Source: an optimization exercise on an open RTL-to-GDS flow (aim: a short achievable clock period). Production flows keep margins and buffers that such runs may drop.
RTL that was checked went through simulation tests only; none was proved equivalent to the original.
Function not checked in run 2: the RTL went through the layout flow alone.
Power is estimated from default activity; no workload was simulated.

## flow/design.v (module list and top-level ports; edited modules follow where they fit)
// module qcv_alu: 56 lines
// module qcv_controller: 82 lines
// module qcv_cs_registers: 189 lines
// module qcv_decoder: 405 lines
// module qcv_ex_block: 32 lines
// module qcv_id_stage: 232 lines
// module qcv_if_stage: 128 lines
// module qcv_load_store_unit: 175 lines
// module qcv_prefetch_buffer: 154 lines
// module qcv_register_file_ff: 27 lines
// module qcv_wb: 19 lines
// module qcv_rv32i_core: 260 lines
module qcv_rv32i_core (
    input  wire        clk_i,
    input  wire        rst_ni,
    input  wire [31:0] hart_id_i,
    input  wire [31:0] boot_addr_i,
    output wire        instr_req_o,
    input  wire        instr_gnt_i,
    input  wire        instr_rvalid_i,
    output wire [31:0] instr_addr_o,
    input  wire [31:0] instr_rdata_i,
    input  wire        instr_err_i,
    output wire        data_req_o,
    input  wire        data_gnt_i,
    input  wire        data_rvalid_i,
    output wire        data_we_o,
    output wire [3:0]  data_be_o,
    output wire [31:0] data_addr_o,
    output wire [31:0] data_wdata_o,
    input  wire [31:0] data_rdata_i,
    input  wire        data_err_i,
    output wire        irq_pending_o,
    output wire        core_busy_o
);
  // ...
==> flow/run.sh <==
#!/bin/bash
# synth_recipe.tcl (not shown) runs the flow's synth.tcl, then flattens the netlist and writes it again
# the make line also repeats each setting of config.mk as NAME=value (left out here)
make -C /OpenROAD-flow-scripts/flow DESIGN_CONFIG=/design/flow/config.mk WORK_HOME=/design/flow/orfs CLKGATE_MAP_FILE= SYNTH_SCRIPT=/design/flow/synth_recipe.tcl finish
==> flow/config.mk <==
export PLATFORM = sky130hd
export DESIGN_NAME = qcv_rv32i_core
export DESIGN_NICKNAME = qcv_rv32i_core
export VERILOG_FILES = /design/flow/design.v
export SDC_FILE = /design/flow/constraint.sdc
export NUM_CORES = 8
export LEC_CHECK = 0
export CAP_MARGIN = 20
export CORE_MARGIN = 2
export CORE_UTILIZATION = 40
export SLEW_MARGIN = 20
==> flow/constraint.sdc <==
create_clock -name core_clock -period 13.0 [get_ports {clk_i}]
set_input_delay 2.6000 -clock core_clock [delete_from_list [all_inputs] [get_ports {clk_i}]]
set_output_delay 2.6000 -clock core_clock [all_outputs]
set_load 0.01 [all_outputs]
==> summary.md, run 1 <==
| Metric | Value |
|---|---|
| CTS root buf | clkbuf_16 |
| Top Consumer | combinational cells |
| Post-Route Skew | 95.4 ps |
| Origin of the worst setup path | u_if_stage.instr_rdata_id_q[3] |
| Asr flop ratio synth | 0.922 |
| Commonest non-fill, non-tap cell in the layout | dfrtp_1 |
| Clock buffer count in the final layout | 256 |
| Critical R2R Capture | u_if_stage.u_prefetch_buffer.fetch_addr_q[3] |
| Global-route wire length before repair | 830 mm |
| Core region area | 0.233 mm^2 |
| Grt met1 use | 0.630 |
| Sequential power | 6.59 mW |
| Ys flop type | dfrtp_1 |
| EDFF count, synth | 130 |
| Period utilisation layout | 0.916 |
| Largest register FFs | 992 |
| Clock-cell share of area | 0.0603 |
| Hold Crit Endpoint | u_if_stage.u_prefetch_buffer.fifo_addr_q[0][8] |
| WL met3 | 97.3 mm |
| CP required | 13710 ps |
| Post-CTS Resized | 0 |
| Vias in the first global route | 93121 |
| Worst vdd ir | 0.171 mV |
| Num rows | 177 |
| Most common cell in the netlist | dfrtp_1 |
| Grt total ovfl | 0 |
| Die Area | 0.239 mm^2 |
| Final Util | 0.468 |
| # nets final | 10991 |
| XOR/XNOR share of the synthesized area | 0.00355 |
| Post-layout minimum cycle time | 11910 ps |
| Top Metal Used | met5 |
| Largest family of logic cells by synthesized area | compound AO/OA/AOI/OAI gates |
| Top cell types by occurrence after synthesis | dfrtp_1 (1526), nand2_1 (1477), o21ai_0 (1103), nor2_1 (1006), a21oi_1 (978) |
| Mux share of post-synthesis cell area | 0.0582 |
| Outcome | timing/DRC/antenna clean |
| Post CTS Setup Buffer Count | 0 |
| R2R Path Start | u_if_stage.instr_rdata_id_q[3] |
| Final setup fails | 0 |
| Syn Std Cell Area | 0.0938 mm^2 |
==> run 2, diff against run 1 <==
==> flow/design.v (replaced) <==
module qcv_alu (
    input  wire [10:0] op_i,         
    input  wire [31:0] a_i,
    input  wire [31:0] b_i,
    output wire [31:0] add_o,        
    output wire [31:0] res_o         
);
    wire op_add = op_i[0], op_sub = op_i[1], op_sll = op_i[2], op_srl = op_i[3];
    wire op_sra = op_i[4], op_and = op_i[5], op_or = op_i[6], op_xor = op_i[7];
    wire op_slt = op_i[8], op_sltu = op_i[9], op_lui = op_i[10];
    wire [31:0] bx  = b_i ^ {32{op_sub}};
    wire [31:0] add = a_i + bx + {31'b0, op_sub};
    wire [31:0] sll_r = a_i << b_i[4:0];
    wire [31:0] srl_r = a_i >> b_i[4:0];
    wire [31:0] sra_r = $signed(a_i) >>> b_i[4:0];
    wire        lt_s  = $signed(a_i) < $signed(b_i);
    wire        lt_u  = a_i < b_i;
    assign add_o = add;
    assign res_o = ({32{op_add}} & add) |
                   ({32{op_sll}} & sll_r) |
                   ({32{op_srl}} & srl_r) |
                   ({32{op_sra}} & sra_r) |
                   ({32{op_and}} & (a_i & b_i)) |
                   ({32{op_or}}  & (a_i | b_i)) |
                   ({32{op_xor}} & (a_i ^ b_i)) |
                   {31'b0, (op_slt & lt_s) | (op_sltu & lt_u)} |
                   ({32{op_lui}} & b_i);
endmodule
module qcv_eq (
    input  wire [31:0] a_i,
    input  wire [31:0] b_i,
    output wire        eq_o
);
    assign eq_o = (a_i == b_i);
endmodule
module qcv_lsel #(
    parameter W = 1
) (
    input  wire         ls_wr_i,       
    input  wire         ls_wgwe_i,     
    input  wire         data_gnt_i,
    input  wire         data_rvalid_i,
    input  wire         data_err_i,
    input  wire [W-1:0] x0_i,          
    input  wire [W-1:0] x10_i,         
    input  wire [W-1:0] x11_i,         
    output wire [W-1:0] y_o
);
    wire resp = ls_wr_i ? data_rvalid_i : (ls_wgwe_i & data_gnt_i);
    assign y_o = resp ? (data_err_i ? x11_i : x10_i) : x0_i;
endmodule
module qcv_ctl (
    input  wire       v_i,           
    input  wire       vexc0_i,       
    input  wire       idf_i,         
    input  wire       rfwe_i,        
    input  wire       dreq_i,        
    input  wire       dwe_dec_i,     
    input  wire       ls_wgwe_i,     
    input  wire       ls_wgld_i,     
    input  wire       ls_wr_i,       
    input  wire       ireq_i,        
    input  wire [1:0] cnt_i,
    input  wire       wp_i,
    input  wire       rp_i,
    input  wire       fva0_i,
    input  wire       fva1_i,
    input  wire       os0_i,
    input  wire       os1_i,
    input  wire       dis0_i,
    input  wire       dis1_i,
    input  wire       f_va_i,        
    input  wire       f_exc_i,       
    input  wire       taken_i,       
    input  wire       fa_i,          
    input  wire       fb_i,          
    input  wire       fr_i,          
    input  wire       data_gnt_i,
    input  wire       data_rvalid_i,
    input  wire       data_err_i,
    input  wire       instr_gnt_i,
    input  wire       instr_rvalid_i,
    output wire       run_o,         
    output wire       ex_o,          
    output wire       exc_o,         
    output wire       flush_o,       
    output wire       we_lsu_o,      
    output wire       cw_o,          
    output wire       fsa_o,         
    output wire       fsb_o,
    output wire       fsr_o,
    output wire       lrv_o,         
    output wire       push_o,
    output wire       dofetch_o,
    output wire       shift_o,
    output wire       v_n_o,
    output wire       vexc0_n_o,
    output wire       wa_clr_o,      
    output wire       wa_ld_o,       
    output wire       idf_n_o,
    output wire [1:0] cnt_n_o,
    output wire       wp_n_o,
    output wire       rp_n_o,
    output wire       fva0_n_o,
    output wire       fva1_n_o,
    output wire       os0_n_o,
    output wire       os1_n_o,
    output wire       dis0_n_o,
    output wire       dis1_n_o,
    output wire       ireq_n_o,
    output wire       busy_n_o,
    output wire       ls_wgwe_n_o,
    output wire       ls_wgld_n_o,
    output wire       ls_wr_n_o
);
    localparam N = 26;
    wire vok   = v_i & ~vexc0_i;
    wire empty = (cnt_i == 2'd0);
    wire push    = instr_rvalid_i & ~dis0_i;
    wire dofetch = ireq_i & instr_gnt_i;
    wire shift   = instr_rvalid_i | dofetch;
    wire ls_idle   = ~ls_wgwe_i & ~ls_wgld_i & ~ls_wr_i;
    wire lsu_req   = ls_idle & vok & ~idf_i & dreq_i;
    wire ls_wgwe_n = (lsu_req & dwe_dec_i)  | (ls_wgwe_i & ~data_gnt_i);
    wire ls_wgld_n = (lsu_req & ~dwe_dec_i) | (ls_wgld_i & ~data_gnt_i);
    wire ls_wr_n   = (ls_wgld_i & data_gnt_i) | (ls_wr_i & ~data_rvalid_i);
    wire ls_busy_n = ls_wgwe_n | ls_wgld_n | ls_wr_n;
    function [N-1:0] cof;
        input [1:0] c;
        reg run, ex, exc, flush, we_lsu, cw, pop, idf_n, v_n, vexc0_n, wa_clr, wa_ld;
        reg [1:0] cnt_n;
        reg os0_n, os1_n, ireq_n, busy_n, wp_n, rp_n, fva0_n, fva1_n, dis0_n, dis1_n;
        begin
            case (c)
                2'd0: begin
                    run    = ~vexc0_i & ~idf_i;
                    ex     = vok & ~idf_i;
                    exc    = vexc0_i;
                    flush  = vexc0_i | (vok & ~idf_i & taken_i);
                    we_lsu = 1'b0;
                    cw     = vok & ~idf_i & rfwe_i;
                    idf_n  = ~flush & ~idf_i & ex & dreq_i;
                end
                2'd1: begin
                    run    = ~vexc0_i;
                    ex     = vok;
                    exc    = vexc0_i;
                    flush  = vexc0_i | (v_i & taken_i);
                    we_lsu = ls_wr_i;
                    cw     = ls_wr_i | (vok & rfwe_i);
                    idf_n  = ~flush & (idf_i | (ex & dreq_i));
                end
                default: begin
                    run    = ~vexc0_i & ~v_i;
                    ex     = 1'b0;
                    exc    = vexc0_i | v_i;
                    flush  = vexc0_i | v_i;
                    we_lsu = 1'b0;
                    cw     = 1'b0;
                    idf_n  = ~flush & idf_i;
                end
            endcase
            pop = ~empty & run;
            v_n     = ~flush & (run ? f_va_i : v_i);
            vexc0_n = ~flush & (run ? f_exc_i : vexc0_i);
            wa_clr  = flush;
            wa_ld   = ~flush & run & f_va_i;
            case ({push, pop})
                2'b01:   cnt_n = cnt_i - 2'd1;
                2'b10:   cnt_n = cnt_i + 2'd1;
                default: cnt_n = cnt_i;
            endcase
            if (flush) cnt_n = 2'd0;
            wp_n   = ~flush & (wp_i ^ push);
            rp_n   = ~flush & (rp_i ^ pop);
            fva0_n = ~flush & ((pop & ~rp_i) ? 1'b0 : ((push & ~wp_i) ? 1'b1 : fva0_i));
            fva1_n = ~flush & ((pop &  rp_i) ? 1'b0 : ((push &  wp_i) ? 1'b1 : fva1_i));
            dis0_n = flush | (shift ? dis1_i : dis0_i);
            dis1_n = flush | (~dofetch & dis1_i);
            os1_n  = ~flush & (dofetch | (~instr_rvalid_i & os0_i & os1_i));
            os0_n  = ~flush & (shift ? os1_i : os0_i);
            ireq_n = ~(cnt_n == 2'd2) & ~os1_n;
            busy_n = os0_n | os1_n | ireq_n | ls_busy_n;
            cof = {run, ex, exc, flush, we_lsu, cw, cw & fa_i, cw & fb_i, cw & fr_i,
                   v_n, vexc0_n, wa_clr, wa_ld, idf_n, cnt_n, wp_n, rp_n, fva0_n, fva1_n,
                   os0_n, os1_n, dis0_n, dis1_n, ireq_n, busy_n};
        end
    endfunction
    wire [N-1:0] y;
    qcv_lsel #(.W(N)) u_lsel (
        .ls_wr_i(ls_wr_i), .ls_wgwe_i(ls_wgwe_i),
        .data_gnt_i(data_gnt_i), .data_rvalid_i(data_rvalid_i), .data_err_i(data_err_i),
        .x0_i(cof(2'd0)), .x10_i(cof(2'd1)), .x11_i(cof(2'd2)), .y_o(y));
    assign {run_o, ex_o, exc_o, flush_o, we_lsu_o, cw_o, fsa_o, fsb_o, fsr_o,
            v_n_o, vexc0_n_o, wa_clr_o, wa_ld_o, idf_n_o, cnt_n_o, wp_n_o, rp_n_o, fva0_n_o, fva1_n_o,
            os0_n_o, os1_n_o, dis0_n_o, dis1_n_o, ireq_n_o, busy_n_o} = y;
    assign lrv_o       = ls_wr_i & data_rvalid_i;
    assign push_o      = push;
    assign dofetch_o   = dofetch;
    assign shift_o     = shift;
    assign ls_wgwe_n_o = ls_wgwe_n;
    assign ls_wgld_n_o = ls_wgld_n;
    assign ls_wr_n_o   = ls_wr_n;
endmodule
module qcv_decoder (
    input  wire [31:0] instr_rdata_i,
    output wire        illegal_insn_o,
    output wire        ebrk_insn_o,           
    output wire        mret_insn_o,           
    output wire        dret_insn_o,           
    output wire        ecall_insn_o,          
    output wire        wfi_insn_o,            
    output wire        jump_set_o,            
    output wire        imm_a_mux_sel_o,       
    output wire [2:0]  imm_b_mux_sel_o,       
    output wire [31:0] imm_i_type_o,
    output wire [31:0] imm_s_type_o,
    output wire [31:0] imm_b_type_o,
    output wire [31:0] imm_u_type_o,
    output wire [31:0] imm_j_type_o,
    output wire [31:0] zimm_rs1_type_o,       
    output wire        rf_wdata_sel_o,        
    output wire        rf_we_o,               
    output wire [4:0]  rf_raddr_a_o,          
    output wire [4:0]  rf_raddr_b_o,          
    output wire [4:0]  rf_waddr_o,            
    output wire        rf_ren_a_o,            
    output wire        rf_ren_b_o,            
    output wire [3:0]  alu_operator_o,        
    output wire [1:0]  alu_op_a_mux_sel_o,    
    output wire        alu_op_b_mux_sel_o,    
    output wire        csr_access_o,          
    output wire [1:0]  csr_op_o,              
    output wire        data_req_o,            
    output wire        data_we_o,             
    output wire [1:0]  data_type_o,           
    output wire        data_sign_extension_o, 
    output wire        jump_in_dec_o,         
    output wire        branch_in_dec_o        
);
    wire [6:0] opcode = instr_rdata_i[6:0];
    wire [4:0] rd     = instr_rdata_i[11:7];
    wire [2:0] funct3 = instr_rdata_i[14:12];
    wire [4:0] rs1    = instr_rdata_i[19:15];
    wire [4:0] rs2    = instr_rdata_i[24:20];
    wire [6:0] funct7 = instr_rdata_i[31:25];
    wire [11:0] imm_i_raw = instr_rdata_i[31:20];
    wire [11:0] imm_s_raw = {instr_rdata_i[31:25], instr_rdata_i[11:7]};
    wire [12:0] imm_b_raw = {instr_rdata_i[31], instr_rdata_i[7], instr_rdata_i[30:25], instr_rdata_i[11:8], 1'b0};
    wire [31:12] imm_u_raw = instr_rdata_i[31:12];
    wire [20:0] imm_j_raw = {instr_rdata_i[31], instr_rdata_i[19:12], instr_rdata_i[20], instr_rdata_i[30:21], 1'b0};
    assign imm_i_type_o = {{20{imm_i_raw[11]}}, imm_i_raw};
    assign imm_s_type_o = {{20{imm_s_raw[11]}}, imm_s_raw};
    assign imm_b_type_o = {{19{imm_b_raw[12]}}, imm_b_raw};
    assign imm_u_type_o = {imm_u_raw, 12'b0};
    assign imm_j_type_o = {{11{imm_j_raw[20]}}, imm_j_raw};
    assign zimm_rs1_type_o = {27'b0, rs1};
    localparam ALU_ADD  = 4'b0000;
    localparam ALU_SUB  = 4'b1000;
    localparam ALU_SLL  = 4'b0001;
    localparam ALU_SLT  = 4'b0010;
    localparam ALU_SLTU = 4'b0011;
    localparam ALU_XOR  = 4'b0100;
    localparam ALU_SRL  = 4'b0101;
    localparam ALU_SRA  = 4'b1101;
    localparam ALU_OR   = 4'b0110;
    localparam ALU_AND  = 4'b0111;
    localparam ALU_LUI  = 4'b1111;  
    localparam CSR_OP_READ  = 2'b00;  
    localparam CSR_OP_WRITE = 2'b01;
    localparam CSR_OP_SET   = 2'b10;
    localparam CSR_OP_CLEAR = 2'b11;
    reg        illegal_insn_int;
    reg        ebrk_insn_int;
    reg        mret_insn_int;
    reg        dret_insn_int;
    reg        ecall_insn_int;
    reg        wfi_insn_int;
    reg        jump_set_int;
    reg        imm_a_mux_sel_int;
    reg [2:0]  imm_b_mux_sel_int;
    reg        rf_wdata_sel_int;
    reg        rf_we_int;
    reg [4:0]  rf_raddr_a_int;
    reg [4:0]  rf_raddr_b_int;
    reg [4:0]  rf_waddr_int;
    reg        rf_ren_a_int;
    reg        rf_ren_b_int;
    reg [3:0]  alu_operator_int;
    reg [1:0]  alu_op_a_mux_sel_int;
    reg        alu_op_b_mux_sel_int;
    reg        csr_access_int;
    reg [1:0]  csr_op_int;
    reg        data_req_int;
    reg        data_we_int;
    reg [1:0]  data_type_int;
    reg        data_sign_extension_int;
    reg        jump_in_dec_int;
    reg        branch_in_dec_int;
    always @(*) begin
        illegal_insn_int        = 1'b0;
        ebrk_insn_int           = 1'b0;
        mret_insn_int           = 1'b0;
        dret_insn_int           = 1'b0;
        ecall_insn_int          = 1'b0;
        wfi_insn_int            = 1'b0;
        jump_set_int            = 1'b0;
        imm_a_mux_sel_int       = 1'b0;  
        imm_b_mux_sel_int       = 3'b000;  
        rf_wdata_sel_int        = 1'b0;  
        rf_we_int               = 1'b0;
        rf_raddr_a_int          = 5'b0;
        rf_raddr_b_int          = 5'b0;
        rf_waddr_int            = 5'b0;
        rf_ren_a_int            = 1'b0;
        rf_ren_b_int            = 1'b0;
        alu_operator_int        = ALU_ADD;  
        alu_op_a_mux_sel_int    = 2'b00;  
        alu_op_b_mux_sel_int    = 1'b0;  
        csr_access_int          = 1'b0;
        csr_op_int              = CSR_OP_READ;  
        data_req_int            = 1'b0;
        data_we_int             = 1'b0;
        data_type_int           = 2'b00;  
        data_sign_extension_int = 1'b0;
        jump_in_dec_int         = 1'b0;
        branch_in_dec_int       = 1'b0;
        case (opcode)
            7'b0110111: begin  
                rf_we_int            = 1'b1;
                rf_waddr_int         = rd;
                alu_operator_int     = ALU_LUI;  
                alu_op_b_mux_sel_int = 1'b1;  
                imm_b_mux_sel_int    = 3'b011;  
            end
            7'b0010111: begin  
                rf_we_int            = 1'b1;
                rf_waddr_int         = rd;
                alu_operator_int     = ALU_ADD;
                alu_op_a_mux_sel_int = 2'b01;  
                alu_op_b_mux_sel_int = 1'b1;  
                imm_b_mux_sel_int    = 3'b011;  
            end
            7'b1101111: begin  
                rf_we_int            = 1'b1;
                rf_waddr_int         = rd;
                alu_operator_int     = ALU_ADD;  
                alu_op_a_mux_sel_int = 2'b01;  
                alu_op_b_mux_sel_int = 1'b1;  
                imm_b_mux_sel_int    = 3'b100;  
                jump_in_dec_int      = 1'b1;
                jump_set_int         = 1'b1;  
            end
            7'b1100111: begin  
                rf_we_int            = 1'b1;
                rf_waddr_int         = rd;
                rf_ren_a_int         = 1'b1;  
                rf_raddr_a_int       = rs1;
                alu_operator_int     = ALU_ADD;  
                alu_op_a_mux_sel_int = 2'b01;  
                alu_op_b_mux_sel_int = 1'b1;  
                imm_b_mux_sel_int    = 3'b000;  
                jump_in_dec_int      = 1'b1;
                jump_set_int         = 1'b1;  
            end
            7'b1100011: begin  
                rf_ren_a_int         = 1'b1;  
                rf_raddr_a_int       = rs1;
                rf_ren_b_int         = 1'b1;  
                rf_raddr_b_int       = rs2;
                alu_operator_int     = ALU_SUB;  
                alu_op_a_mux_sel_int = 2'b00;  
                alu_op_b_mux_sel_int = 1'b0;  
                imm_b_mux_sel_int    = 3'b010;  
                branch_in_dec_int    = 1'b1;
            end
            7'b0000011: begin  
                rf_we_int            = 1'b1;
                rf_waddr_int         = rd;
                rf_ren_a_int         = 1'b1;  
                rf_raddr_a_int       = rs1;
                alu_operator_int     = ALU_ADD;  
                alu_op_a_mux_sel_int = 2'b00;  
                alu_op_b_mux_sel_int = 1'b1;  
                imm_b_mux_sel_int    = 3'b000;  
                data_req_int         = 1'b1;
                data_we_int          = 1'b0;  
                rf_wdata_sel_int     = 1'b1;  
                case (funct3)
                    3'b000: begin  
                        data_type_int           = 2'b01;  
                        data_sign_extension_int = 1'b1;
                    end
                    3'b001: begin  
                        data_type_int           = 2'b10;  
                        data_sign_extension_int = 1'b1;
                    end
                    3'b010: begin  
                        data_type_int           = 2'b11;  
                        data_sign_extension_int = 1'b0;  
                    end
                    3'b100: begin  
                        data_type_int           = 2'b01;  
                        data_sign_extension_int = 1'b0;
                    end
                    3'b101: begin  
                        data_type_int           = 2'b10;  
                        data_sign_extension_int = 1'b0;
                    end
                    default: illegal_insn_int = 1'b1;
                endcase
            end
            7'b0100011: begin  
                rf_ren_a_int         = 1'b1;  
                rf_raddr_a_int       = rs1;
                rf_ren_b_int         = 1'b1;  
                rf_raddr_b_int       = rs2;
                alu_operator_int     = ALU_ADD;  
                alu_op_a_mux_sel_int = 2'b00;  
                alu_op_b_mux_sel_int = 1'b1;  
                imm_b_mux_sel_int    = 3'b001;  
                data_req_int         = 1'b1;
                data_we_int          = 1'b1;  
                case (funct3)
                    3'b000: data_type_int = 2'b01;  
                    3'b001: data_type_int = 2'b10;  
                    3'b010: data_type_int = 2'b11;  
                    default: illegal_insn_int = 1'b1;
                endcase
            end
            7'b0010011: begin  
                rf_we_int            = 1'b1;
                rf_waddr_int         = rd;
                rf_ren_a_int         = 1'b1;  
                rf_raddr_a_int       = rs1;
                alu_op_a_mux_sel_int = 2'b00;  
                alu_op_b_mux_sel_int = 1'b1;  
                imm_b_mux_sel_int    = 3'b000;  
                case (funct3)
                    3'b000: alu_operator_int = ALU_ADD;   
                    3'b010: alu_operator_int = ALU_SLT;   
                    3'b011: alu_operator_int = ALU_SLTU;  
                    3'b100: alu_operator_int = ALU_XOR;   
                    3'b110: alu_operator_int = ALU_OR;    
                    3'b111: alu_operator_int = ALU_AND;   
                    3'b001: begin  
                        alu_operator_int = ALU_SLL;
                        if (funct7 != 7'b0000000) illegal_insn_int = 1'b1;
                    end
                    3'b101: begin  
                        if (funct7 == 7'b0000000) alu_operator_int = ALU_SRL;  
                        else if (funct7 == 7'b0100000) alu_operator_int = ALU_SRA;  
                        else illegal_insn_int = 1'b1;
                    end
                    default: illegal_insn_int = 1'b1;
                endcase
            end
            7'b0110011: begin  
                rf_we_int            = 1'b1;
                rf_waddr_int         = rd;
                rf_ren_a_int         = 1'b1;  
                rf_raddr_a_int       = rs1;
                rf_ren_b_int         = 1'b1;  
                rf_raddr_b_int       = rs2;
                alu_op_a_mux_sel_int = 2'b00;  
                alu_op_b_mux_sel_int = 1'b0;  
                case (funct3)
                    3'b000: begin  
                        if (funct7 == 7'b0000000) alu_operator_int = ALU_ADD;  
                        else if (funct7 == 7'b0100000) alu_operator_int = ALU_SUB;  
                        else illegal_insn_int = 1'b1;
                    end
                    3'b001: begin  
                        alu_operator_int = ALU_SLL;
                        if (funct7 != 7'b0000000) illegal_insn_int = 1'b1;
                    end
                    3'b010: begin  
                        alu_operator_int = ALU_SLT;
                        if (funct7 != 7'b0000000) illegal_insn_int = 1'b1;
                    end
                    3'b011: begin  
                        alu_operator_int = ALU_SLTU;
                        if (funct7 != 7'b0000000) illegal_insn_int = 1'b1;
                    end
                    3'b100: begin  
                        alu_operator_int = ALU_XOR;
                        if (funct7 != 7'b0000000) illegal_insn_int = 1'b1;
                    end
                    3'b101: begin  
                        if (funct7 == 7'b0000000) alu_operator_int = ALU_SRL;  
                        else if (funct7 == 7'b0100000) alu_operator_int = ALU_SRA;  
                        else illegal_insn_int = 1'b1;
                    end
                    3'b110: begin  
                        alu_operator_int = ALU_OR;
                        if (funct7 != 7'b0000000) illegal_insn_int = 1'b1;
                    end
                    3'b111: begin  
                        alu_operator_int = ALU_AND;
                        if (funct7 != 7'b0000000) illegal_insn_int = 1'b1;
                    end
                    default: illegal_insn_int = 1'b1;
                endcase
            end
            7'b0001111: begin  
                jump_in_dec_int = (funct3 == 3'b001);  
                jump_set_int    = (funct3 == 3'b001);  
            end
            7'b1110011: begin  
                csr_access_int = 1'b1;
                case (funct3)
                    3'b000: begin  
                        casex (instr_rdata_i[31:20])
                            12'b000000000000: ecall_insn_int = 1'b1;  
                            12'b000000000001: ebrk_insn_int  = 1'b1;  
                            12'b001100000010: mret_insn_int  = 1'b1;  
                            12'b011110110010: dret_insn_int  = 1'b1;  
                            12'b000100000101: wfi_insn_int   = 1'b1;  
                            default: illegal_insn_int = 1'b1;
                        endcase
                    end
                    3'b001: begin  
                        rf_we_int            = (rd != 5'b0);  
                        rf_waddr_int         = rd;
                        rf_ren_a_int         = 1'b1;  
                        rf_raddr_a_int       = rs1;
                        alu_op_a_mux_sel_int = 2'b00;  
                        csr_op_int           = CSR_OP_WRITE;
                        rf_wdata_sel_int     = 1'b1;  
                    end
                    3'b010: begin  
                        rf_we_int            = (rd != 5'b0);
                        rf_waddr_int         = rd;
                        rf_ren_a_int         = (rs1 != 5'b0);  
                        rf_raddr_a_int       = rs1;
                        alu_op_a_mux_sel_int = 2'b00;  
                        csr_op_int           = (rs1 == 5'b0) ? CSR_OP_READ : CSR_OP_SET;  
                        rf_wdata_sel_int     = 1'b1;  
                    end
                    3'b011: begin  
                        rf_we_int            = (rd != 5'b0);
                        rf_waddr_int         = rd;
                        rf_ren_a_int         = (rs1 != 5'b0);  
                        rf_raddr_a_int       = rs1;
                        alu_op_a_mux_sel_int = 2'b00;  
                        csr_op_int           = (rs1 == 5'b0) ? CSR_OP_READ : CSR_OP_CLEAR;  
                        rf_wdata_sel_int     = 1'b1;  
                    end
                    3'b101: begin  
                        rf_we_int            = (rd != 5'b0);
                        rf_waddr_int         = rd;
                        alu_op_a_mux_sel_int = 2'b10;  
                        imm_a_mux_sel_int    = 1'b1;  
                        csr_op_int           = CSR_OP_WRITE;
                        rf_wdata_sel_int     = 1'b1;  
                    end
                    3'b110: begin  
                        rf_we_int            = (rd != 5'b0);
                        rf_waddr_int         = rd;
                        alu_op_a_mux_sel_int = 2'b10;  
                        imm_a_mux_sel_int    = 1'b1;  
                        csr_op_int           = (rs1 == 5'b0) ? CSR_OP_READ : CSR_OP_SET;  
                        rf_wdata_sel_int     = 1'b1;  
                    end
                    3'b111: begin  
                        rf_we_int            = (rd != 5'b0);
                        rf_waddr_int         = rd;
                        alu_op_a_mux_sel_int = 2'b10;  
                        imm_a_mux_sel_int    = 1'b1;  
                        csr_op_int           = (rs1 == 5'b0) ? CSR_OP_READ : CSR_OP_CLEAR;  
                        rf_wdata_sel_int     = 1'b1;  
                    end
                    default: illegal_insn_int = 1'b1;
                endcase
            end
            default: illegal_insn_int = 1'b1;  
        endcase
        if (rf_waddr_int == 5'b0) begin
            rf_we_int = 1'b0;
        end
    end  
    assign illegal_insn_o        = illegal_insn_int;
    assign ebrk_insn_o           = ebrk_insn_int;
    assign mret_insn_o           = mret_insn_int;
    assign dret_insn_o           = dret_insn_int;
    assign ecall_insn_o          = ecall_insn_int;
    assign wfi_insn_o            = wfi_insn_int;
    assign jump_set_o            = jump_set_int;
    assign imm_a_mux_sel_o       = imm_a_mux_sel_int;
    assign imm_b_mux_sel_o       = imm_b_mux_sel_int;
    assign rf_wdata_sel_o        = rf_wdata_sel_int;
    assign rf_we_o               = rf_we_int;
    assign rf_raddr_a_o          = rf_raddr_a_int;
    assign rf_raddr_b_o          = rf_raddr_b_int;
    assign rf_waddr_o            = rf_waddr_int;
    assign rf_ren_a_o            = rf_ren_a_int;
    assign rf_ren_b_o            = rf_ren_b_int;
    assign alu_operator_o        = alu_operator_int;
    assign alu_op_a_mux_sel_o    = alu_op_a_mux_sel_int;
    assign alu_op_b_mux_sel_o    = alu_op_b_mux_sel_int;
    assign csr_access_o          = csr_access_int;
    assign csr_op_o              = csr_op_int;
    assign data_req_o            = data_req_int;
    assign data_we_o             = data_we_int;
    assign data_type_o           = data_type_int;
    assign data_sign_extension_o = data_sign_extension_int;
    assign jump_in_dec_o         = jump_in_dec_int;
    assign branch_in_dec_o       = branch_in_dec_int;
endmodule
module qcv_mux2 #(
    parameter W = 32
) (
    input  wire         s_i,
    input  wire [W-1:0] a_i,         
    input  wire [W-1:0] b_i,         
    output wire [W-1:0] y_o
);
    assign y_o = s_i ? b_i : a_i;
endmodule
module qcv_inc4 (
    input  wire [31:0] a_i,
    output wire [31:0] y_o
);
    assign y_o = a_i + 32'd4;
endmodule
module qcv_predec (
    input  wire [31:0] instr_i,
    output wire        ill_o,
    output wire        dreq_o,
    output wire        dwe_o,
    output wire [1:0]  dtype_o,
    output wire        dsext_o,
    output wire        rfwe_o,        
    output wire        wsel_o,        
    output wire        jmp_o,
    output wire        br_eq_o,
    output wire        br_ne_o,
    output wire        br_al_o,
    output wire [10:0] op_o,          
    output wire [1:0]  csr_op_o,
    output wire [9:0]  csel_o,
    output wire [7:0]  cwr_o,
    output wire [4:0]  wa_o,
    output wire [31:1] wa_oh_o,
    output wire [4:0]  ra_o,          
    output wire [4:0]  rb_o,          
    output wire        rena_o,        
    output wire        renb_o,        
    output wire        a_rf_o,        
    output wire        a_pc_o,        
    output wire [4:0]  a_const_o,     
    output wire        b_imm_o,       
    output wire [31:0] imm_o
);
    localparam [3:0] ALU_ADD  = 4'b0000;
    localparam [3:0] ALU_SUB  = 4'b1000;
    localparam [3:0] ALU_SLL  = 4'b0001;
    localparam [3:0] ALU_SLT  = 4'b0010;
    localparam [3:0] ALU_SLTU = 4'b0011;
    localparam [3:0] ALU_XOR  = 4'b0100;
    localparam [3:0] ALU_SRL  = 4'b0101;
    localparam [3:0] ALU_SRA  = 4'b1101;
    localparam [3:0] ALU_OR   = 4'b0110;
    localparam [3:0] ALU_AND  = 4'b0111;
    localparam [3:0] ALU_LUI  = 4'b1111;
    wire        d_ill, d_imm_a;
    wire [2:0]  d_imm_b_sel;
    wire [31:0] d_imm_i, d_imm_s, d_imm_b, d_imm_u, d_imm_j, d_zimm;
    wire        d_wsel, d_rfwe;
    wire [4:0]  d_ra, d_rb, d_wa;
    wire [3:0]  d_aluop;
    wire [1:0]  d_sel_a;
    wire        d_sel_b;
    wire        d_csr_acc;
    wire [1:0]  d_csr_op;
    wire        d_dreq, d_dwe, d_dsext;
    wire [1:0]  d_dtype;
    wire        d_jump, d_branch;
    qcv_decoder u_decoder (
        .instr_rdata_i          (instr_i),
        .illegal_insn_o         (d_ill),
        .ebrk_insn_o            (),
        .mret_insn_o            (),
        .dret_insn_o            (),
        .ecall_insn_o           (),
        .wfi_insn_o             (),
        .jump_set_o             (),
        .imm_a_mux_sel_o        (d_imm_a),
        .imm_b_mux_sel_o        (d_imm_b_sel),
        .imm_i_type_o           (d_imm_i),
        .imm_s_type_o           (d_imm_s),
        .imm_b_type_o           (d_imm_b),
        .imm_u_type_o           (d_imm_u),
        .imm_j_type_o           (d_imm_j),
        .zimm_rs1_type_o        (d_zimm),
        .rf_wdata_sel_o         (d_wsel),
        .rf_we_o                (d_rfwe),
        .rf_raddr_a_o           (d_ra),
        .rf_raddr_b_o           (d_rb),
        .rf_waddr_o             (d_wa),
        .rf_ren_a_o             (),
        .rf_ren_b_o             (),
        .alu_operator_o         (d_aluop),
        .alu_op_a_mux_sel_o     (d_sel_a),
        .alu_op_b_mux_sel_o     (d_sel_b),
        .csr_access_o           (d_csr_acc),
        .csr_op_o               (d_csr_op),
        .data_req_o             (d_dreq),
        .data_we_o              (d_dwe),
        .data_type_o            (d_dtype),
        .data_sign_extension_o  (d_dsext),
        .jump_in_dec_o          (d_jump),
        .branch_in_dec_o        (d_branch)
    );
    wire [2:0] f3 = instr_i[14:12];
    assign ill_o   = d_ill;
    assign dreq_o  = d_dreq;
    assign dwe_o   = d_dwe;
    assign dtype_o = d_dtype;
    assign dsext_o = d_dsext;
    assign rfwe_o  = d_rfwe & ~d_dreq;
    assign wsel_o  = d_wsel;
    assign jmp_o   = d_jump;
    assign br_eq_o = d_branch & (f3 == 3'b000);
    assign br_ne_o = d_branch & (f3 == 3'b001);
    assign br_al_o = d_branch & ((f3 == 3'b101) | (f3 == 3'b111));
    assign op_o[0]  = (d_aluop == ALU_ADD) | (d_aluop == ALU_SUB);
    assign op_o[1]  = (d_aluop == ALU_SUB) | (d_aluop == ALU_SLT) | (d_aluop == ALU_SLTU);
    assign op_o[2]  = (d_aluop == ALU_SLL);
    assign op_o[3]  = (d_aluop == ALU_SRL);
    assign op_o[4]  = (d_aluop == ALU_SRA);
    assign op_o[5]  = (d_aluop == ALU_AND);
    assign op_o[6]  = (d_aluop == ALU_OR);
    assign op_o[7]  = (d_aluop == ALU_XOR);
    assign op_o[8]  = (d_aluop == ALU_SLT);
    assign op_o[9]  = (d_aluop == ALU_SLTU);
    assign op_o[10] = (d_aluop == ALU_LUI);
    assign csr_op_o = d_csr_op;
    wire [11:0] caddr = instr_i[31:20];
    assign csel_o[0] = (caddr == 12'h300);
    assign csel_o[1] = (caddr == 12'h301);
    assign csel_o[2] = (caddr == 12'h304);
    assign csel_o[3] = (caddr == 12'h305);
    assign csel_o[4] = (caddr == 12'h340);
    assign csel_o[5] = (caddr == 12'h341);
    assign csel_o[6] = (caddr == 12'h342);
    assign csel_o[7] = (caddr == 12'h343);
    assign csel_o[8] = (caddr == 12'h344);
    assign csel_o[9] = (caddr == 12'hF14);
    wire cwr_any = d_csr_acc & (d_csr_op != 2'b00);
    assign cwr_o = {8{cwr_any}} & {csel_o[8], csel_o[7], csel_o[6], csel_o[5],
                                   csel_o[4], csel_o[3], csel_o[2], csel_o[0]};
    assign wa_o = d_wa;
    genvar gi;
    generate
        for (gi = 1; gi < 32; gi = gi + 1) begin : g_oh
            assign wa_oh_o[gi] = (d_wa == gi);
        end
    endgenerate
    assign ra_o   = instr_i[19:15];
    assign rb_o   = instr_i[24:20];
    assign rena_o = (d_ra != 5'd0);
    assign renb_o = (d_rb != 5'd0);
    assign a_rf_o    = (d_sel_a == 2'b00);
    assign a_pc_o    = (d_sel_a == 2'b01);
    assign a_const_o = (d_sel_a == 2'b10) ? d_zimm[4:0] : 5'b0;
    assign b_imm_o   = d_sel_b;
    assign imm_o     = (d_imm_b_sel == 3'b000) ? d_imm_i :
                       (d_imm_b_sel == 3'b001) ? d_imm_s :
                       (d_imm_b_sel == 3'b010) ? d_imm_b :
                       (d_imm_b_sel == 3'b011) ? d_imm_u :
                       (d_imm_b_sel == 3'b100) ? d_imm_j : 32'b0;
endmodule
module qcv_rfrd (
    input  wire [31:1]  oh_i,        
    input  wire         en_i,        
    input  wire [991:0] rf_i,        
    input  wire [31:1]  rfv_i,
    input  wire [31:1]  pwo_i,       
    input  wire [31:0]  pd_i,        
    input  wire [31:1]  wa_oh_i,     
    output wire [31:0]  val_o,       
    output wire         chit_o       
);
    wire [31:1] sel = oh_i & rfv_i;
    reg  [31:0] arr;
    integer ri;
    always @(*) begin
        arr = 32'b0;
        for (ri = 1; ri < 32; ri = ri + 1)
            arr = arr | ({32{sel[ri]}} & rf_i[ri*32-32 +: 32]);
    end
    wire phit = |(pwo_i & oh_i);
    assign val_o  = {32{en_i}} & (phit ? pd_i : arr);
    assign chit_o = en_i & |(wa_oh_i & oh_i);
endmodule
module qcv_dec5 (
    input  wire [4:0]  a_i,
    output wire [31:1] oh_o
);
    genvar gi;
    generate
        for (gi = 1; gi < 32; gi = gi + 1) begin : g_oh
            assign oh_o[gi] = (a_i == gi);
        end
    endgenerate
endmodule
module qcv_rv32i_core (
    input  wire        clk_i,
    input  wire        rst_ni,
    input  wire [31:0] hart_id_i,
    input  wire [31:0] boot_addr_i,
    output wire        instr_req_o,
    input  wire        instr_gnt_i,
    input  wire        instr_rvalid_i,
    output wire [31:0] instr_addr_o,
    input  wire [31:0] instr_rdata_i,
    input  wire        instr_err_i,
    output wire        data_req_o,
    input  wire        data_gnt_i,
    input  wire        data_rvalid_i,
    output wire        data_we_o,
    output wire [3:0]  data_be_o,
    output wire [31:0] data_addr_o,
    output wire [31:0] data_wdata_o,
    input  wire [31:0] data_rdata_i,
    input  wire        data_err_i,
    output wire        irq_pending_o,
    output wire        core_busy_o
);
    localparam [31:0] MISA_VALUE = 32'h40000100;
    reg [31:0] frd0_q, frd1_q;      
    reg [31:0] fad0_q, fad1_q;      
    reg        fer0_q, fer1_q;      
    reg        fva0_q, fva1_q;      
    reg        wp_q, rp_q;
    reg [1:0]  cnt_q;
    reg [31:0] fa_q;                
    reg [31:0] sa0_q, sa1_q;        
    reg        sav0_q, sav1_q;      
    reg        os0_q, os1_q;        
    reg        dis0_q, dis1_q;      
    reg        ireqn_q;             
    reg        busyn_q;             
    reg [31:1] oa0_q, oa1_q;        
    reg [31:1] ob0_q, ob1_q;        
    reg        v_q;                 
    reg        vexc0_q;             
    reg [31:1] wa_oh_q;             
    reg        fe_q;                
    reg [31:0] pc_q;                
    reg        ill_q;
    reg        dreq_q;
    reg        dwe_dec_q;
    reg [1:0]  dtype_dec_q;
    reg        dsext_dec_q;
    reg        rfwe_q;
    reg        wsel_q;
    reg        jmp_q, br_eq_q, br_ne_q, br_al_q;
    reg [10:0] op_q;
    reg [1:0]  csr_op_q;
    reg [9:0]  csel_q;
    reg [7:0]  cwr_q;
    reg [31:0] opa_q, opb_q, rfb_q;
    reg        idf_q;               
    reg        rst_req_q;
    reg        ls_wg_q;             
    reg        ls_wgwe_q, ls_wgld_q, ls_wr_q;  
    reg        dwe_q;
    reg [3:0]  dbe_q;
    reg [29:0] daddr_q;
    reg [31:0] dwdata_q;
    reg [1:0]  dtype_q;
    reg        dsext_q;
    reg [1:0]  doff_q;
    reg [31:0] lrd_q;
    reg        lrdv_q;
    reg [31:0] rf_q [1:31];
    reg [31:1] rfv_q;
    reg [31:1] pwo_q;               
    reg [31:0] pd_q;
    reg [31:0] mstatus_q, mie_q, mip_q, mtvec_q, mscratch_q, mepc_q, mcause_q, mtval_q;
    reg [6:0]  cv_q;                
    reg [31:0] hart_q;
    reg        exc_q;               
    reg [2:0]  cause_q;
    wire        p0_ill, p0_dreq, p0_dwe, p0_dsext, p0_rfwe, p0_wsel, p0_jmp, p0_beq, p0_bne, p0_bal;
    wire        p1_ill, p1_dreq, p1_dwe, p1_dsext, p1_rfwe, p1_wsel, p1_jmp, p1_beq, p1_bne, p1_bal;
    wire [1:0]  p0_dtype, p1_dtype, p0_cop, p1_cop;
    wire [10:0] p0_op, p1_op;
    wire [9:0]  p0_csel, p1_csel;
    wire [7:0]  p0_cwr, p1_cwr;
    wire [4:0]  p0_wa, p1_wa;
    wire [31:1] p0_waoh, p1_waoh;
    wire [4:0]  p0_ra, p1_ra, p0_rb, p1_rb;    
    wire        p0_rena, p1_rena, p0_renb, p1_renb;
    wire        p0_arf, p1_arf, p0_apc, p1_apc, p0_bimm, p1_bimm;
    wire [4:0]  p0_ac, p1_ac;
    wire [31:0] p0_imm, p1_imm;
    qcv_predec u_pd0 (
        .instr_i(frd0_q), .ill_o(p0_ill), .dreq_o(p0_dreq), .dwe_o(p0_dwe), .dtype_o(p0_dtype),
        .dsext_o(p0_dsext), .rfwe_o(p0_rfwe), .wsel_o(p0_wsel), .jmp_o(p0_jmp), .br_eq_o(p0_beq),
        .br_ne_o(p0_bne), .br_al_o(p0_bal), .op_o(p0_op), .csr_op_o(p0_cop), .csel_o(p0_csel),
        .cwr_o(p0_cwr), .wa_o(p0_wa), .wa_oh_o(p0_waoh), .ra_o(p0_ra), .rb_o(p0_rb), .rena_o(p0_rena), .renb_o(p0_renb),
        .a_rf_o(p0_arf), .a_pc_o(p0_apc), .a_const_o(p0_ac), .b_imm_o(p0_bimm), .imm_o(p0_imm));
    qcv_predec u_pd1 (
        .instr_i(frd1_q), .ill_o(p1_ill), .dreq_o(p1_dreq), .dwe_o(p1_dwe), .dtype_o(p1_dtype),
        .dsext_o(p1_dsext), .rfwe_o(p1_rfwe), .wsel_o(p1_wsel), .jmp_o(p1_jmp), .br_eq_o(p1_beq),
        .br_ne_o(p1_bne), .br_al_o(p1_bal), .op_o(p1_op), .csr_op_o(p1_cop), .csel_o(p1_csel),
        .cwr_o(p1_cwr), .wa_o(p1_wa), .wa_oh_o(p1_waoh), .ra_o(p1_ra), .rb_o(p1_rb), .rena_o(p1_rena), .renb_o(p1_renb),
        .a_rf_o(p1_arf), .a_pc_o(p1_apc), .a_const_o(p1_ac), .b_imm_o(p1_bimm), .imm_o(p1_imm));
    wire        empty  = (cnt_q == 2'd0);
    wire        f_va   = (rp_q ? fva1_q : fva0_q) & ~empty;
    wire [31:0] f_ad   = rp_q ? fad1_q  : fad0_q;
    wire        f_er   = rp_q ? fer1_q  : fer0_q;
    wire        h_ill  = rp_q ? p1_ill  : p0_ill;
    wire        h_dreq = rp_q ? p1_dreq : p0_dreq;
    wire        h_dwe  = rp_q ? p1_dwe  : p0_dwe;
    wire [1:0]  h_dtype= rp_q ? p1_dtype: p0_dtype;
    wire        h_dsext= rp_q ? p1_dsext: p0_dsext;
    wire        h_rfwe = rp_q ? p1_rfwe : p0_rfwe;
    wire        h_wsel = rp_q ? p1_wsel : p0_wsel;
    wire        h_jmp  = rp_q ? p1_jmp  : p0_jmp;
    wire        h_beq  = rp_q ? p1_beq  : p0_beq;
    wire        h_bne  = rp_q ? p1_bne  : p0_bne;
    wire        h_bal  = rp_q ? p1_bal  : p0_bal;
    wire [10:0] h_op   = rp_q ? p1_op   : p0_op;
    wire [1:0]  h_cop  = rp_q ? p1_cop  : p0_cop;
    wire [9:0]  h_csel = rp_q ? p1_csel : p0_csel;
    wire [7:0]  h_cwr  = rp_q ? p1_cwr  : p0_cwr;
    wire [31:1] h_waoh = rp_q ? p1_waoh : p0_waoh;
    wire [31:0] add, alu_res;
    wire        eq;
    qcv_alu u_alu (.op_i(op_q), .a_i(opa_q), .b_i(opb_q), .add_o(add), .res_o(alu_res));
    qcv_eq  u_eq  (.a_i(opa_q), .b_i(opb_q), .eq_o(eq));
    wire        taken = jmp_q | br_al_q | (br_eq_q & eq) | (br_ne_q & ~eq);
    wire        run, ex, exc, flush, we_lsu, cw, fsa, fsb, fsr, lrv, push, dofetch, shift;
    wire        v_n, vexc0_n, wa_clr, wa_ld, idf_n, wp_n, rp_n, fva0_n, fva1_n;
    wire        os0_n, os1_n, dis0_n, dis1_n, ireq_n, busy_n, ls_wgwe_n, ls_wgld_n, ls_wr_n;
    wire [1:0]  cnt_n;
    wire        ls_idle = ~ls_wgwe_q & ~ls_wgld_q & ~ls_wr_q;
    wire        h_fa, h_fb, h_fr;
    qcv_ctl u_ctl (
        .v_i(v_q), .vexc0_i(vexc0_q), .idf_i(idf_q), .rfwe_i(rfwe_q), .dreq_i(dreq_q),
        .dwe_dec_i(dwe_dec_q), .ls_wgwe_i(ls_wgwe_q), .ls_wgld_i(ls_wgld_q), .ls_wr_i(ls_wr_q),
        .ireq_i(~ireqn_q), .cnt_i(cnt_q), .wp_i(wp_q), .rp_i(rp_q), .fva0_i(fva0_q), .fva1_i(fva1_q),
        .os0_i(os0_q), .os1_i(os1_q), .dis0_i(dis0_q), .dis1_i(dis1_q),
        .f_va_i(f_va), .f_exc_i(f_va & (f_er | h_ill)), .taken_i(taken),
        .fa_i(h_fa), .fb_i(h_fb), .fr_i(h_fr),
        .data_gnt_i(data_gnt_i), .data_rvalid_i(data_rvalid_i), .data_err_i(data_err_i),
        .instr_gnt_i(instr_gnt_i), .instr_rvalid_i(instr_rvalid_i),
        .run_o(run), .ex_o(ex), .exc_o(exc), .flush_o(flush), .we_lsu_o(we_lsu), .cw_o(cw),
        .fsa_o(fsa), .fsb_o(fsb), .fsr_o(fsr), .lrv_o(lrv), .push_o(push), .dofetch_o(dofetch),
        .shift_o(shift),
        .v_n_o(v_n), .vexc0_n_o(vexc0_n), .wa_clr_o(wa_clr), .wa_ld_o(wa_ld), .idf_n_o(idf_n),
        .cnt_n_o(cnt_n), .wp_n_o(wp_n), .rp_n_o(rp_n), .fva0_n_o(fva0_n), .fva1_n_o(fva1_n),
        .os0_n_o(os0_n), .os1_n_o(os1_n), .dis0_n_o(dis0_n), .dis1_n_o(dis1_n),
        .ireq_n_o(ireq_n), .busy_n_o(busy_n),
        .ls_wgwe_n_o(ls_wgwe_n), .ls_wgld_n_o(ls_wgld_n), .ls_wr_n_o(ls_wr_n));
    wire [31:0] mstatus_v  = {32{cv_q[0]}} & mstatus_q;
    wire [31:0] mie_v      = {32{cv_q[1]}} & mie_q;
    wire [31:0] mscratch_v = {32{cv_q[2]}} & mscratch_q;
    wire [31:0] mepc_v     = {32{cv_q[3]}} & mepc_q;
    wire [31:0] mcause_v   = {32{cv_q[4]}} & mcause_q;
    wire [31:0] mtval_v    = {32{cv_q[5]}} & mtval_q;
    wire [31:0] mip_v      = {32{cv_q[6]}} & mip_q;
    wire [31:0] csr_rdata = ({32{csel_q[0]}} & mstatus_v) |
                            ({32{csel_q[1]}} & MISA_VALUE) |
                            ({32{csel_q[2]}} & mie_v) |
                            ({32{csel_q[3]}} & mtvec_q) |
                            ({32{csel_q[4]}} & mscratch_v) |
                            ({32{csel_q[5]}} & mepc_v) |
                            ({32{csel_q[6]}} & mcause_v) |
                            ({32{csel_q[7]}} & mtval_v) |
                            ({32{csel_q[8]}} & mip_v) |
                            ({32{csel_q[9]}} & hart_q);
    wire [31:0] csr_wd = (csr_op_q == 2'b01) ? opa_q :
                         (csr_op_q == 2'b10) ? (csr_rdata | opa_q) :
                         (csr_op_q == 2'b11) ? (csr_rdata & ~opa_q) : csr_rdata;
    wire [31:0] lrd_v  = {32{lrdv_q}} & lrd_q;
    wire [31:0] id_wd  = wsel_q ? csr_rdata : alu_res;
    wire [31:0] cd     = we_lsu ? lrd_v : id_wd;
    wire [991:0] rf_flat;
    genvar gj;
    generate
        for (gj = 1; gj < 32; gj = gj + 1) begin : g_flat
            assign rf_flat[gj*32-32 +: 32] = rf_q[gj];
        end
    endgenerate
    wire [31:1] h_oa   = rp_q ? oa1_q   : oa0_q;
    wire [31:1] h_ob   = rp_q ? ob1_q   : ob0_q;
    wire        h_rena = rp_q ? p1_rena : p0_rena;
    wire        h_renb = rp_q ? p1_renb : p0_renb;
    wire        h_arf  = rp_q ? p1_arf  : p0_arf;
    wire        h_apc  = rp_q ? p1_apc  : p0_apc;
    wire [4:0]  h_ac   = rp_q ? p1_ac   : p0_ac;
    wire        h_bimm = rp_q ? p1_bimm : p0_bimm;
    wire [31:0] h_imm  = rp_q ? p1_imm  : p0_imm;
    wire [31:0] va, vb;
    wire        ca, cb;
    qcv_rfrd u_rd_a (.oh_i(h_oa), .en_i(h_rena), .rf_i(rf_flat), .rfv_i(rfv_q), .pwo_i(pwo_q),
                     .pd_i(pd_q), .wa_oh_i(wa_oh_q), .val_o(va), .chit_o(ca));
    qcv_rfrd u_rd_b (.oh_i(h_ob), .en_i(h_renb), .rf_i(rf_flat), .rfv_i(rfv_q), .pwo_i(pwo_q),
                     .pd_i(pd_q), .wa_oh_i(wa_oh_q), .val_o(vb), .chit_o(cb));
    wire [31:0] opa_e = h_arf ? va : h_apc ? f_ad : {27'b0, h_ac};
    wire [31:0] opb_e = h_bimm ? h_imm : vb;
    wire [31:0] rfb_e = vb;
    assign h_fa = h_arf & ca;
    assign h_fb = ~h_bimm & cb;
    assign h_fr = cb;
    wire [31:0] opa_n  = fsa ? cd : opa_e;
    wire [31:0] opb_n  = fsb ? cd : opb_e;
    wire [31:0] rfb_n  = fsr ? cd : rfb_e;
    always @(posedge clk_i or negedge rst_ni) begin
        if (!rst_ni) begin
            v_q     <= 1'b0;
            vexc0_q <= 1'b0;
            wa_oh_q <= 31'b0;
        end else begin
            v_q     <= v_n;
            vexc0_q <= vexc0_n;
            if (wa_clr)     wa_oh_q <= 31'b0;
            else if (wa_ld) wa_oh_q <= h_waoh;
        end
    end
    always @(posedge clk_i) begin
        if (run) begin
            fe_q        <= f_er;
            pc_q        <= f_ad;
            ill_q       <= h_ill;
            dreq_q      <= h_dreq;
            dwe_dec_q   <= h_dwe;
            dtype_dec_q <= h_dtype;
            dsext_dec_q <= h_dsext;
            rfwe_q      <= h_rfwe;
            wsel_q      <= h_wsel;
            jmp_q       <= h_jmp;
            br_eq_q     <= h_beq;
            br_ne_q     <= h_bne;
            br_al_q     <= h_bal;
            op_q        <= h_op;
            csr_op_q    <= h_cop;
            csel_q      <= h_csel;
            cwr_q       <= h_cwr;
            opa_q       <= opa_n;
            opb_q       <= opb_n;
            rfb_q       <= rfb_n;
        end
    end
    always @(posedge clk_i or negedge rst_ni) begin
        if (!rst_ni) idf_q <= 1'b0;
        else         idf_q <= idf_n;
    end
    always @(posedge clk_i or negedge rst_ni) begin
        if (!rst_ni) rst_req_q <= 1'b1;
        else         rst_req_q <= 1'b0;
    end
    wire [31:0] fa4, pc_next, fa_f, fa_n;
    qcv_inc4 u_inc4 (.a_i(fa_q), .y_o(fa4));
    qcv_mux2 #(.W(32)) u_pcn (.s_i(exc), .a_i(add), .b_i(mtvec_q), .y_o(pc_next));
    qcv_mux2 #(.W(32)) u_faf (.s_i(dofetch), .a_i(fa_q), .b_i(fa4), .y_o(fa_f));
    qcv_mux2 #(.W(32)) u_fan (.s_i(flush), .a_i(fa_f), .b_i(pc_next), .y_o(fa_n));
    always @(posedge clk_i or negedge rst_ni) begin
        if (!rst_ni) begin
            fva0_q <= 1'b0;
            fva1_q <= 1'b0;
            wp_q   <= 1'b0;
            rp_q   <= 1'b0;
            cnt_q  <= 2'd0;
            fa_q   <= 32'b0;
            os0_q  <= 1'b0;
            os1_q  <= 1'b0;
            dis0_q <= 1'b0;
            dis1_q <= 1'b0;
            sav0_q <= 1'b0;
            sav1_q <= 1'b0;
            ireqn_q <= 1'b0;
            busyn_q <= 1'b0;
        end else begin
            cnt_q  <= cnt_n;
            ireqn_q <= ~ireq_n;
            busyn_q <= ~busy_n;
            os0_q  <= os0_n;
            os1_q  <= os1_n;
            fva0_q <= fva0_n;
            fva1_q <= fva1_n;
            wp_q   <= wp_n;
            rp_q   <= rp_n;
            dis0_q <= dis0_n;
            dis1_q <= dis1_n;
            fa_q   <= fa_n;
            if (shift)   sav0_q <= sav1_q;
            if (dofetch) sav1_q <= 1'b1;
        end
    end
    always @(posedge clk_i) begin
        if (shift)   sa0_q <= sa1_q;
        if (dofetch) sa1_q <= fa_q;
    end
    wire [31:0] sa0_v = {32{sav0_q}} & sa0_q;
    wire [31:1] in_oa, in_ob;
    qcv_dec5 u_dia (.a_i(instr_rdata_i[19:15]), .oh_o(in_oa));
    qcv_dec5 u_dib (.a_i(instr_rdata_i[24:20]), .oh_o(in_ob));
    always @(posedge clk_i) begin
        if (push && !wp_q) begin
            oa0_q  <= in_oa;
            ob0_q  <= in_ob;
            frd0_q <= instr_rdata_i;
            fad0_q <= sa0_v;
            fer0_q <= instr_err_i;
        end
        if (push && wp_q) begin
            oa1_q  <= in_oa;
            ob1_q  <= in_ob;
            frd1_q <= instr_rdata_i;
            fad1_q <= sa0_v;
            fer1_q <= instr_err_i;
        end
    end
    wire [1:0] aoff = add[1:0];
    wire [3:0] be_calc = (dtype_dec_q == 2'b01) ? (4'b0001 << aoff) :
                         (dtype_dec_q == 2'b10) ? (4'b0011 << aoff) :
                         (dtype_dec_q == 2'b11) ? 4'b1111 : 4'b0000;
    always @(posedge clk_i or negedge rst_ni) begin
        if (!rst_ni) begin
            ls_wg_q   <= 1'b0;
            ls_wgwe_q <= 1'b0;
            ls_wgld_q <= 1'b0;
            ls_wr_q   <= 1'b0;
        end else begin
            ls_wg_q   <= ls_wgwe_n | ls_wgld_n;
            ls_wgwe_q <= ls_wgwe_n;
            ls_wgld_q <= ls_wgld_n;
            ls_wr_q   <= ls_wr_n;
        end
    end
    always @(posedge clk_i or negedge rst_ni) begin
        if (!rst_ni) begin
            daddr_q  <= 30'b0;
            dbe_q    <= 4'b0;
            dwdata_q <= 32'b0;
            dwe_q    <= 1'b0;
        end else if (ls_idle) begin
            daddr_q  <= add[31:2];
            dbe_q    <= be_calc;
            dwdata_q <= rfb_q << {aoff, 3'b000};
            dwe_q    <= dwe_dec_q;
        end
    end
    always @(posedge clk_i) begin
        if (ls_idle) begin
            dtype_q  <= dtype_dec_q;
            dsext_q  <= dsext_dec_q;
            doff_q   <= aoff;
        end
    end
    wire [31:0] rd_sh = data_rdata_i >> {doff_q, 3'b000};
    reg  [31:0] lrd_n;
    always @(*) begin
        case (dtype_q)
            2'b01:   lrd_n = dsext_q ? {{24{rd_sh[7]}}, rd_sh[7:0]} : {24'b0, rd_sh[7:0]};
            2'b10:   lrd_n = dsext_q ? {{16{rd_sh[15]}}, rd_sh[15:0]} : {16'b0, rd_sh[15:0]};
            2'b11:   lrd_n = data_rdata_i;
            default: lrd_n = 32'b0;
        endcase
    end
    always @(posedge clk_i) begin
        if (lrv) lrd_q <= lrd_n;
    end
    always @(posedge clk_i or negedge rst_ni) begin
        if (!rst_ni)  lrdv_q <= 1'b0;
        else if (lrv) lrdv_q <= 1'b1;
    end
    always @(posedge clk_i or negedge rst_ni) begin
        if (!rst_ni) pwo_q <= 31'b0;
        else         pwo_q <= {31{cw}} & wa_oh_q;
    end
    always @(posedge clk_i) pd_q <= cd;
    genvar gi;
    generate
        for (gi = 1; gi < 32; gi = gi + 1) begin : g_rf
            always @(posedge clk_i) begin
                if (pwo_q[gi]) rf_q[gi] <= pd_q;
            end
            always @(posedge clk_i or negedge rst_ni) begin
                if (!rst_ni)        rfv_q[gi] <= 1'b0;
                else if (pwo_q[gi]) rfv_q[gi] <= 1'b1;
            end
        end
    endgenerate
    wire [7:0] cwe = {8{ex}} & cwr_q;    
    always @(posedge clk_i) hart_q <= hart_id_i;
    always @(posedge clk_i or negedge rst_ni) begin
        if (!rst_ni) begin
            exc_q   <= 1'b0;
            cause_q <= 3'd0;
            cv_q    <= 7'b0;
        end else begin
            exc_q   <= exc;
            cause_q <= fe_q   ? 3'd1 :
                       ill_q  ? 3'd2 :
                       ls_wr_q ? 3'd5 : 3'd7;
            if (exc_q | cwe[0]) cv_q[0] <= 1'b1;
            if (cwe[1])         cv_q[1] <= 1'b1;
            if (cwe[3])         cv_q[2] <= 1'b1;
            if (exc_q | cwe[4]) cv_q[3] <= 1'b1;
            if (exc_q | cwe[5]) cv_q[4] <= 1'b1;
            if (exc_q | cwe[6]) cv_q[5] <= 1'b1;
            if (cwe[7])         cv_q[6] <= 1'b1;
        end
    end
    always @(posedge clk_i) begin
        if (exc_q)
            mstatus_q <= {mstatus_v[31:13], 2'b11, mstatus_v[10:8], mstatus_v[3],
                          mstatus_v[6:4], 1'b0, mstatus_v[2:0]};
        else if (cwe[0])
            mstatus_q <= csr_wd;
        if (cwe[1]) mie_q <= csr_wd;
        if (rst_req_q)
            mtvec_q <= {boot_addr_i[31:2], 2'b00};
        else if (cwe[2])
            mtvec_q <= {csr_wd[31:2], 1'b0, csr_wd[0]};
        if (cwe[3]) mscratch_q <= csr_wd;
        if (exc_q)
            mepc_q <= {pc_q[31:1], 1'b0};
        else if (cwe[4])
            mepc_q <= {csr_wd[31:1], 1'b0};
        if (exc_q)
            mcause_q <= {29'b0, cause_q};
        else if (cwe[5])
            mcause_q <= csr_wd;
        if (exc_q)
            mtval_q <= pc_q;
        else if (cwe[6])
            mtval_q <= csr_wd;
        if (cwe[7]) mip_q <= csr_wd;
    end
    assign instr_req_o   = ~ireqn_q;
    assign instr_addr_o  = fa_q;
    assign data_req_o    = ls_wg_q;
    assign data_we_o     = dwe_q;
    assign data_be_o     = dbe_q;
    assign data_addr_o   = {daddr_q, 2'b00};
    assign data_wdata_o  = dwdata_q;
    assign irq_pending_o = 1'b0;
    assign core_busy_o   = ~busyn_q;
endmodule
==> flow/flow/run.sh (new file) <==
#!/bin/bash
# Layout flow: the standard ORFS flow (standard.sh: its synthesis,
# floorplan, placement, CTS and routing, all at the design's SDC), with
#  - the resizer's repair_timing asked to keep extra setup margin, so that it
#    keeps working on timing after the design meets the design's period;
#  - the port buffers inserted as plain buffers (buf_4) instead of delay cells.
# The full make output goes to flow_make.log in this folder.
set -euo pipefail
bash standard.sh SETUP_SLACK_MARGIN=9.5 "BUFFER_PORTS_ARGS=-buffer_cell sky130_fd_sc_hd__buf_4" finish > flow_make.log 2>&1
==> flow/standard.sh (new file) <==
#!/bin/bash
# synth_recipe.tcl (not shown) runs the flow's synth.tcl, then flattens the netlist and writes it again
# the make line also repeats each setting of config.mk as NAME=value (left out here)
make -C /OpenROAD-flow-scripts/flow DESIGN_CONFIG=/design/flow/config.mk WORK_HOME=/design/flow/orfs CLKGATE_MAP_FILE= SYNTH_SCRIPT=/design/flow/synth_recipe.tcl "${@:-finish}"
==> flow/config.mk (replaced) <==
export PLATFORM = sky130hd
export DESIGN_NAME = qcv_rv32i_core
export DESIGN_NICKNAME = qcv_rv32i_core
export VERILOG_FILES = /design/flow/design.v
export SDC_FILE = /design/flow/constraint.sdc
export NUM_CORES = 8
export LEC_CHECK = 0
export ABC_CLOCK_PERIOD_IN_PS = 3000
export CAP_MARGIN = 20
export CORE_MARGIN = 2
export CORE_UTILIZATION = 40
export SLEW_MARGIN = 20
export SYNTH_HIERARCHICAL = 1
export SYNTH_MINIMUM_KEEP_SIZE = 0
removed: flow/run.sh
==> run 2 against run 1 <==
Compared with the run above:
- first-iteration DRC count shrank 26%
- cell area is 15% higher
- power rose by 58%
- combinational power is 95% higher
- synthesized area grew 12%
- clock skew up 6.1 ps
- utilization increased by 0.93 points
- clock power rose by 7.8%
- register-to-register slack gained 7300 ps
- synthesized cell count fell by 18%
- sequential power grew 59%
- critical path type unchanged
- largest cell class is now registers
==> summary.md, run 2 <==
| Metric | Value |
|---|---|
| Final Max Tran Viols | 0 (unchanged) |
| Clock Tree Buf Depth | 4 (was 3) |
| Max Freq | 0.216 GHz (was 0.0840 GHz) |
| WS Path Type | flip-flop to flip-flop (unchanged) |
| GP Congestion | 0.999 (was 1.12) |
| Iteration-0 DRC Markers | 14570 (was 19756) |
| Largest net degree at the start of global routing | 128 (was 156) |
| Global-route wire length before repair | 604 mm (was 830 mm) |
| P_sw | 13.7 mW (was 9.23 mW) |
| Core region area | 0.262 mm^2 (was 0.233 mm^2) |
| Skew-Pair Late Insertion Delay | 950 ps (was 920 ps) |
| Vias in the first global route | 78195 (was 93121) |
| Antenna viol nets, final | 0 (unchanged) |
| Drt first pass iters | 8 (was 13) |
| Initial antenna violation count | 36 (was 108) |
| Slew @ Worst Pin | 1330 ps (was 1350 ps) |
| Starting Density | 0.402 (was 0.403) |
| Final setup margin | 8370 ps (was 1090 ps) |
| Yosys Warn Count | 11 (unchanged) |
| Post-layout minimum cycle time | 4630 ps (was 11910 ps) |
| Die Area | 0.267 mm^2 (was 0.239 mm^2) |
| Worst vdd ir | 0.172 mV (was 0.171 mV) |
| Final setup fails | 0 (unchanged) |
| Critical R2R Capture | opb_q[13] (was u_if_stage.u_prefetch_buffer.fetch_addr_q[3]) |
| Top reg by flops | rf_q (was u_register_file.rf_reg_q) |
| Pre-CTS setup slack | 6830 ps (was 1970 ps) |
| # nets final | 9267 (was 10991) |
| Setup crit end | opb_q[13] (was u_if_stage.u_prefetch_buffer.fetch_addr_q[3]) |
| TNS Setup | 0 ps (unchanged) |
| Grt total ovfl | 0 (unchanged) |
| Residual DRC count | 0 (unchanged) |
| I/O Buffers | 235 (unchanged) |
| I/O pin count | 241 (unchanged) |
| Die width | 517 um (was 488 um) |
| Clock-pin slew on the worst setup and hold paths | 60 ps (about the same) |
| Int Power | 18.2 mW (was 10.9 mW) |
| R2R Path Start | op_q[1] (was u_if_stage.instr_rdata_id_q[3]) |
| Crit Path Max Fanout | 7 (was 24) |
| CTS Buf Count | 217 (was 185) |
| Flop pwr share | 0.330 (was 0.328) |
| CTS tree | yes (unchanged) |
| Layout area overhead | 18.8% (was 16.3%) |
| Power density over the cells | 254 mW/mm^2 (was 184 mW/mm^2) |
| Via count | 83765 (was 102667) |
| Leak | 45.8 nW (was 44.6 nW) |
| Reg2Reg Setup Slack | 8370 ps (was 1090 ps) |
| Sw Ratio | 0.430 (was 0.459) |
| Most frequent cells in the layout | edfxtp_1 (1740), a22oi_1 (934), nand2_1 (562) (was dfrtp_1 (1515), nand2_1 (1454), o21ai_0 (1088)) |
| Die height | 517 um (was 488 um) |
| Avg Cell Area, Syn | 12.0 um^2 (was 8.74 um^2) |
| Commonest non-fill, non-tap cell in the layout | edfxtp_1 (was dfrtp_1) |
| Syn Std Cell Area | 0.105 mm^2 (was 0.0938 mm^2) |
| Maximum Capacitance Violations | 0 (unchanged) |
| Critical Path End Type | flip-flop (unchanged) |
| CTS Hold Buffers Added | 0 (unchanged) |
| CTS root buf | clkbuf_16 (unchanged) |
| RSZ-0062 raised after global routing | true (was false) |
| Ratio of cells with drive above 1 in the final layout | 0.261 (was 0.125) |
| Critical path startpoint category | flip-flop (unchanged) |
| DR vias/cell | 6.60 (was 7.26) |
| CTS sink count | 2063 (was 1657) |
| # H-tree levels | 4 (unchanged) |
| CP required | 13700 ps (was 13710 ps) |
| Origin of the worst setup path | op_q[1] (was u_if_stage.instr_rdata_id_q[3]) |
| Reg2Reg Depth | 16 (was 33) |
| Slew Limit Headroom | 0.109 (was 0.101) |
| Hold Vio Cnt, Final | 0 (unchanged) |
| Clock Power Share | 0.195 (was 0.286) |
| DR WL/cell | 35.3 um (was 44.3 um) |
| GRT Overall Usage | 0.319 (was 0.511) |
| Post-DP HPWL | 263 mm (was 436 mm) |
| Final WL | 448 mm (was 627 mm) |
| Largest register FFs | 992 (unchanged) |
| Combinational power share | 0.476 (was 0.386) |
| Num rows | 188 (was 177) |
| Outcome | timing/DRC/antenna clean (unchanged) |
| Cell count after synthesis | 8763 (was 10732) |
| Post-Route Skew | 102 ps (was 95.4 ps) |
| Period utilisation layout | 0.356 (was 0.916) |
| Worst Hold Class | flip-flop to flip-flop (unchanged) |
| Worst endpoint data arrival time | 5340 ps (was 12610 ps) |
## run 2: metal layers
layer / wire (um) / global-route usage
met1: 158000 / 0.391
met2: 196000 / 0.483
met3: 56100 / 0.0920
met4: 38000 / 0.226
met5: 98 / 0
## run 2: power groups by stage
stage / combinational [mW] / sequential (mW) / clock (mW)
floorplan: 7.20 / 10.1 / 0
global placement: 11.3 / 10.6 / 0
detailed placement: 11.4 / 10.7 / 0
CTS: 13.7 / 10.4 / 6.22
global route: 15.5 / 10.6 / 6.49
finish: 15.1 / 10.5 / 6.20
## run 2: critical path: stages, from the launching register on
cell	delay, ps
edfxtp_1	370
buf_6	160
buf_12	160
xor2_4	180
ha_4	250
a2111o_1	410
a31o_4	250
buf_4	150
a31oi_2	400
o21ai_0	230
xor2_2	390
nand2_1	240
o211ai_1	260
o21bai_1	180
a41oi_2	540
a21oi_4	120
mux2i_1	170
## run 2: what timing repair did
| item | 4_1_cts | 5_1_grt |
|---|---|---|
| pin swaps | 78 | 69 |
| resized for setup | 636 | 268 |
| gates cloned | 89 | 22 |
| setup endpoints to repair | 1036 | 1035 |
| buffers inserted | 313 | 103 |
## run 2: stage by stage
stage	area [um^2]	cells	power, mW	util	hold slack, ps
final	125000	12693	31.8	0.478	421
after global routing	125000	12679	32.5	0.477	427
after CTS	123000	12550	30.3	0.468	421
after global placement	108000	11759	21.9	0.414	403
after floorplan	107000	8799	17.3	-	400
after detailed placement	108000	11759	22.1	0.414	406
## run 2: layout make-up
cell class	instances	area (um^2)
fill	23012	137000
timing repair inverter	1	7.51
antenna	17	42.5
inverter	195	782
sequential	2063	60000
clock inverter	92	906
multi-input combinational	5610	43300
tap	3515	4400
timing repair buffer	903	9820
clock buffer	297	5990
## run 2: worst min-delay path by stage
| stage | from | endpoint | slack, ps | depth (start not counted) |
|---|---|---|---|---|
| floorplan | dsext_dec_q | dsext_q | 400 | 0 |
| global placement | sa1_q[25] | sa0_q[25] | 400 | 0 |
| detailed placement | sa1_q[26] | sa0_q[26] | 410 | 0 |
| CTS | sa1_q[29] | sa0_q[29] | 420 | 0 |
| global route | sa1_q[28] | sa0_q[28] | 430 | 0 |
| finish | sa1_q[26] | sa0_q[26] | 420 | 0 |
